This is an optimization exercise on Yosys and OpenROAD, whose aim is small area, not a production implementation.
The RTL was checked by simulation tests, not by an equivalence proof against the original design.

## v6
## poker_board
module poker_board (
	input        Clk,
	input        Reset,
	input  [7:0] Switches,
	input        SCEN,
	input        Ack,
	input        Check,
	input        Bet,
	input        Call,
	input        Fold,
	output [3:0] Card1, Card2, Card3, Card4, Card5,
	output [3:0] Player1card1, Player1card2, Player2card1, Player2card2,
	output [7:0] Player1balance, Player2balance,
	output       PlayerTurn,
	output       DispCards,
	output       Winner,
	output       Gameover,
	output [5:0] Player1state,
	output [5:0] Player2state,
	output       Betting,
	output [31:0] Digits
);
For scale: ~120 I/O pins, ~9100 µm² of cells after synthesis.
clock: 20.0 ns
lec_check: 0
abc_area: 1
cap_margin: 20
core_margin: 2
core_utilization: 40
gpl_timing_driven: 0
slew_margin: 20
standard.sh (not shown) runs the stock make flow with config.mk's settings and CLKGATE_MAP_FILE= SYNTH_SCRIPT=/design/flow/synth_recipe.tcl, a recipe that flattens the netlist after the stock synthesis.
==> flow/flow/run.sh <==
#!/bin/bash
# Own layout flow: the standard synthesis, then its combinational logic
# re-mapped by ABC for area (every register instance is kept as it is; of a
# few ABC scripts the one giving the smallest area is used), then the standard flow's
# standard layout from floorplan to finish, with the smallest buffer on the
# ports and no dummy loads in the clock tree.
set -euo pipefail
W=$(pwd)
R=$W/orfs/results/$FLOW_PLATFORM/poker_board/base
LIB=$FLOW_HOME/platforms/$FLOW_PLATFORM/lib/sky130_fd_sc_hd__tt_025C_1v80.lib

bash standard.sh synth > $W/log_1_synth.txt 2>&1
cp $R/1_2_yosys.v $W/std_1_2_yosys.v

DONT_USE=$(sed -n '/^export DONT_USE_CELLS += /,/^$/p' $FLOW_HOME/platforms/$FLOW_PLATFORM/config.mk \
	| grep -o 'sky130_fd_sc_hd__[a-z0-9_]*' | sed 's/^/-dont_use /' | tr '\n' ' ')

best=""
best_area=""
for S in $W/flow/area*.abc; do
	n=$(basename $S .abc)
	yosys -p "
read_liberty -ignore_miss_func $LIB
read_verilog $W/std_1_2_yosys.v
hierarchy -check -top $FLOW_TOP
setattr -mod -set keep_hierarchy 1 sky130_fd_sc_hd__df* sky130_fd_sc_hd__edf* sky130_fd_sc_hd__conb_1
flatten
rename -hide w:*.*
opt -purge
abc -liberty $LIB -script $S $DONT_USE $FLOW_TOP
opt_clean -purge
select $FLOW_TOP
tee -o $W/abc_$n.stat stat -liberty $LIB
write_verilog -noattr -nohex -nodec -selected $W/abc_$n.v
" > $W/log_2_resyn_$n.txt 2>&1
	a=$(grep "Chip area" $W/abc_$n.stat | awk '{print $NF}')
	echo "$n $a" >> $W/resyn_areas.txt
	if [[ -z "$best" ]] || awk "BEGIN{exit !($a < $best_area)}"; then
		best=$n
		best_area=$a
	fi
done
echo "chosen $best $best_area" >> $W/resyn_areas.txt

yosys -p "
read_liberty -lib $LIB
read_verilog $W/abc_$best.v
hierarchy -check -top $FLOW_TOP
hilomap -singleton -hicell sky130_fd_sc_hd__conb_1 HI -locell sky130_fd_sc_hd__conb_1 LO
splitnets
opt_clean -purge
insbuf -buf sky130_fd_sc_hd__buf_4 A X
check -assert
tee -o $W/resyn_stat.txt stat -liberty $LIB
write_verilog -noattr -nohex -nodec $W/resyn_1_2_yosys.v
" > $W/log_3_resyn_check.txt 2>&1

cp $W/resyn_1_2_yosys.v $R/1_2_yosys.v
rm -f $R/1_synth.odb
bash standard.sh BUFFER_PORTS_ARGS="-buffer_cell sky130_fd_sc_hd__buf_1" \
	CTS_ARGS="-sink_clustering_enable -repair_clock_nets -dont_use_dummy_load" finish > $W/log_4_layout.txt 2>&1
Other scripts of this flow, unchanged in this note and not shown: flow/flow/area1.abc, flow/flow/area2.abc, flow/flow/area3.abc, flow/flow/area4.abc
Edits applied to the flow inputs when going from v6 to v7:
--- a/flow/design.v
+++ b/flow/design.v
@@ -11,19 +11,21 @@
 	output reg [3:0] Card1, Card2, Card3, Card4, Card5,
 	output reg [3:0] Player1card1, Player1card2, Player2card1, Player2card2,
 	output reg [7:0] Player1balance, Player2balance,
 	output reg       PlayerTurn,
 	output reg       DispCards,
 	output reg       Winner,
 	output reg       Gameover,
 	output     [5:0] Player1state,
 	output     [5:0] Player2state,
-	output reg       Betting
+	output reg       Betting,
+	output     [3:0] Hole1,
+	output     [3:0] Hole2
 );
 localparam
 NOMOVE  = 3'b000,
 CHECK   = 3'b001,
 BET     = 3'b010,
 IN      = 3'b110,
 CALL    = 3'b100,
 FOLD    = 3'b101;
 function [5:0] onehot;
@@ -101,21 +103,23 @@
 wire [9:0] r2 = shift(r1);
 wire [9:0] r3 = shift(r2);
 wire [9:0] r4 = shift(r3);
 wire [3:0] u1 = mstep(rmod, rnd[9], r1[0]);
 wire [3:0] u2 = mstep(u1, r1[9], r2[0]);
 wire [3:0] u3 = mstep(u2, r2[9], r3[0]);
 wire [3:0] u4 = mstep(u3, r3[9], r4[0]);
 wire [6:0] rk;
 wire rankP2 = gs == G_PAY || gs == G_HELD;
+wire holeP2 = inWin ? rankP2 : PlayerTurn;
+assign Hole1 = holeP2 ? Player2card1 : Player1card1;
+assign Hole2 = holeP2 ? Player2card2 : Player1card2;
 poker_rank rank (.c0(Card1), .c1(Card2), .c2(Card3), .c3(Card4), .c4(Card5),
-	.c5(rankP2 ? Player2card1 : Player1card1),
-	.c6(rankP2 ? Player2card2 : Player1card2), .rk(rk));
+	.c5(Hole1), .c6(Hole2), .rk(rk));
 wire p1wins = ge7(p1rank, rk);
 wire [2:0] meS = PlayerTurn ? p2e : p1e;
 wire [2:0] otS = PlayerTurn ? p1e : p2e;
 wire p1Fold  = p1e == FOLD;
 wire p2Fold  = p2e == FOLD;
 wire payNow  = inWin & (p1Fold | p2Fold) | gs == G_PAY;
 wire lose2   = p1Fold ? 1'b0 : p2Fold ? 1'b1 : p1wins;
 wire [7:0] meB = (inWin ? lose2 : PlayerTurn) ? Player2balance : Player1balance;
 wire       inBet = meS == BET;
@@ -384,26 +388,28 @@
 	output       PlayerTurn,
 	output       DispCards,
 	output       Winner,
 	output       Gameover,
 	output [5:0] Player1state,
 	output [5:0] Player2state,
 	output       Betting,
 	output [31:0] Digits
 );
+	wire [3:0] Hole1, Hole2;
 	poker poker (.Switches(Switches), .Ack(Ack),
 		.Check(Check), .Bet(Bet), .Call(Call), .Fold(Fold),
 		.Clk(Clk), .Reset(Reset), .SCEN(SCEN),
 		.Card1(Card1), .Card2(Card2), .Card3(Card3), .Card4(Card4), .Card5(Card5),
 		.Player1card1(Player1card1), .Player1card2(Player1card2), .Player2card1(Player2card1),
 		.Player2card2(Player2card2), .Player1balance(Player1balance), .Player2balance(Player2balance),
 		.PlayerTurn(PlayerTurn), .DispCards(DispCards), .Winner(Winner), .Gameover(Gameover),
-		.Player1state(Player1state), .Player2state(Player2state), .Betting(Betting));
+		.Player1state(Player1state), .Player2state(Player2state), .Betting(Betting),
+		.Hole1(Hole1), .Hole2(Hole2));
 	function [3:0] add3;
 		input [3:0] x;
 		begin
 			add3[3] = x[3] | x[2] & (x[1] | x[0]);
 			add3[2] = x[2] & ~x[1] & ~x[0] | x[3] & x[0];
 			add3[1] = ~x[2] & x[1] | x[1] & x[0] | x[3] & ~x[0];
 			add3[0] = ~x[3] & ~x[2] & x[0] | x[2] & x[1] & ~x[0] | x[3] & ~x[0];
 		end
 	endfunction
@@ -453,15 +459,15 @@
 		end
 		else
 		begin
 			SSD7 = PlayerTurn ? 4'd2 : 4'd1;
 			SSD6 = Card5;
 			SSD5 = Card4;
 			SSD4 = Card3;
 			SSD3 = Card2;
 			SSD2 = Card1;
-			SSD1 = DispCards ? (PlayerTurn ? Player2card2 : Player1card2) : 4'd0;
-			SSD0 = DispCards ? (PlayerTurn ? Player2card1 : Player1card1) : 4'd0;
+			SSD1 = DispCards ? Hole2 : 4'd0;
+			SSD0 = DispCards ? Hole1 : 4'd0;
 		end
 	end
 	assign Digits = {SSD7, SSD6, SSD5, SSD4, SSD3, SSD2, SSD1, SSD0};
 endmodule
Notes after the runs:
Diff v7..v6 | number of maximum-capacitance violations | unchanged. The hold slack of v7 is higher than that of v6. In the tables for v6 and v7, post-placement worst setup slack reads higher with v6. Cmp v7 vs v6: post-route clock period utilization higher in v7. Between v6 and v7, the maximum operating frequency is higher for v6. [v7 vs v6] first-pass detailed-route iteration total: lower in v7. Synthesized area delta for v7 relative to v6: 110 µm² lower. Post-detailed-route via-to-cell ratio (higher): v6. v7: synthesized cell count 8 below v6. Sort v6 and v7 by global router's overall resource usage desc -> top: v6. Final non-filler cell area is higher on v6. Per the comparison of v7 with v6, final period demand of the worst path now larger; smallest setup slack after layout now smaller.

[afterwards: timing with drivers on the ports]
No port has a modelled driver above. Below, the same layouts with a new extraction and two added sets of constraints.
Step 1, drivers: a clkbuf_16 drives Clk and a buf_2 each remaining input, both assumed.
Step 2 moves the port delays by t, midway between the first and last clock arrival at a register: inputs arrive t later, outputs are due t later. That takes back most of the time a late clock gives input paths.
Three values: no drivers, after step 1, after step 2; two values: the first two.
| run | shift t [ns] | slack for setup (ns) | hold slack, ns | latest minus earliest clock arrival (ns) | worst register clock-pin slew, ns |
|---|---|---|---|---|---|
| v6 | 0.401 | 2.497 / 2.497 / 2.497 | 0.485 / 0.485 / 0.485 | 0.020 / 0.021 | 0.08 / 0.08 |
| v7 | 0.389 | 1.632 / 1.632 / 1.632 | 0.500 / 0.500 / 0.500 | 0.019 / 0.019 | 0.07 / 0.07 |
After both steps setup and hold are still met in every run listed.
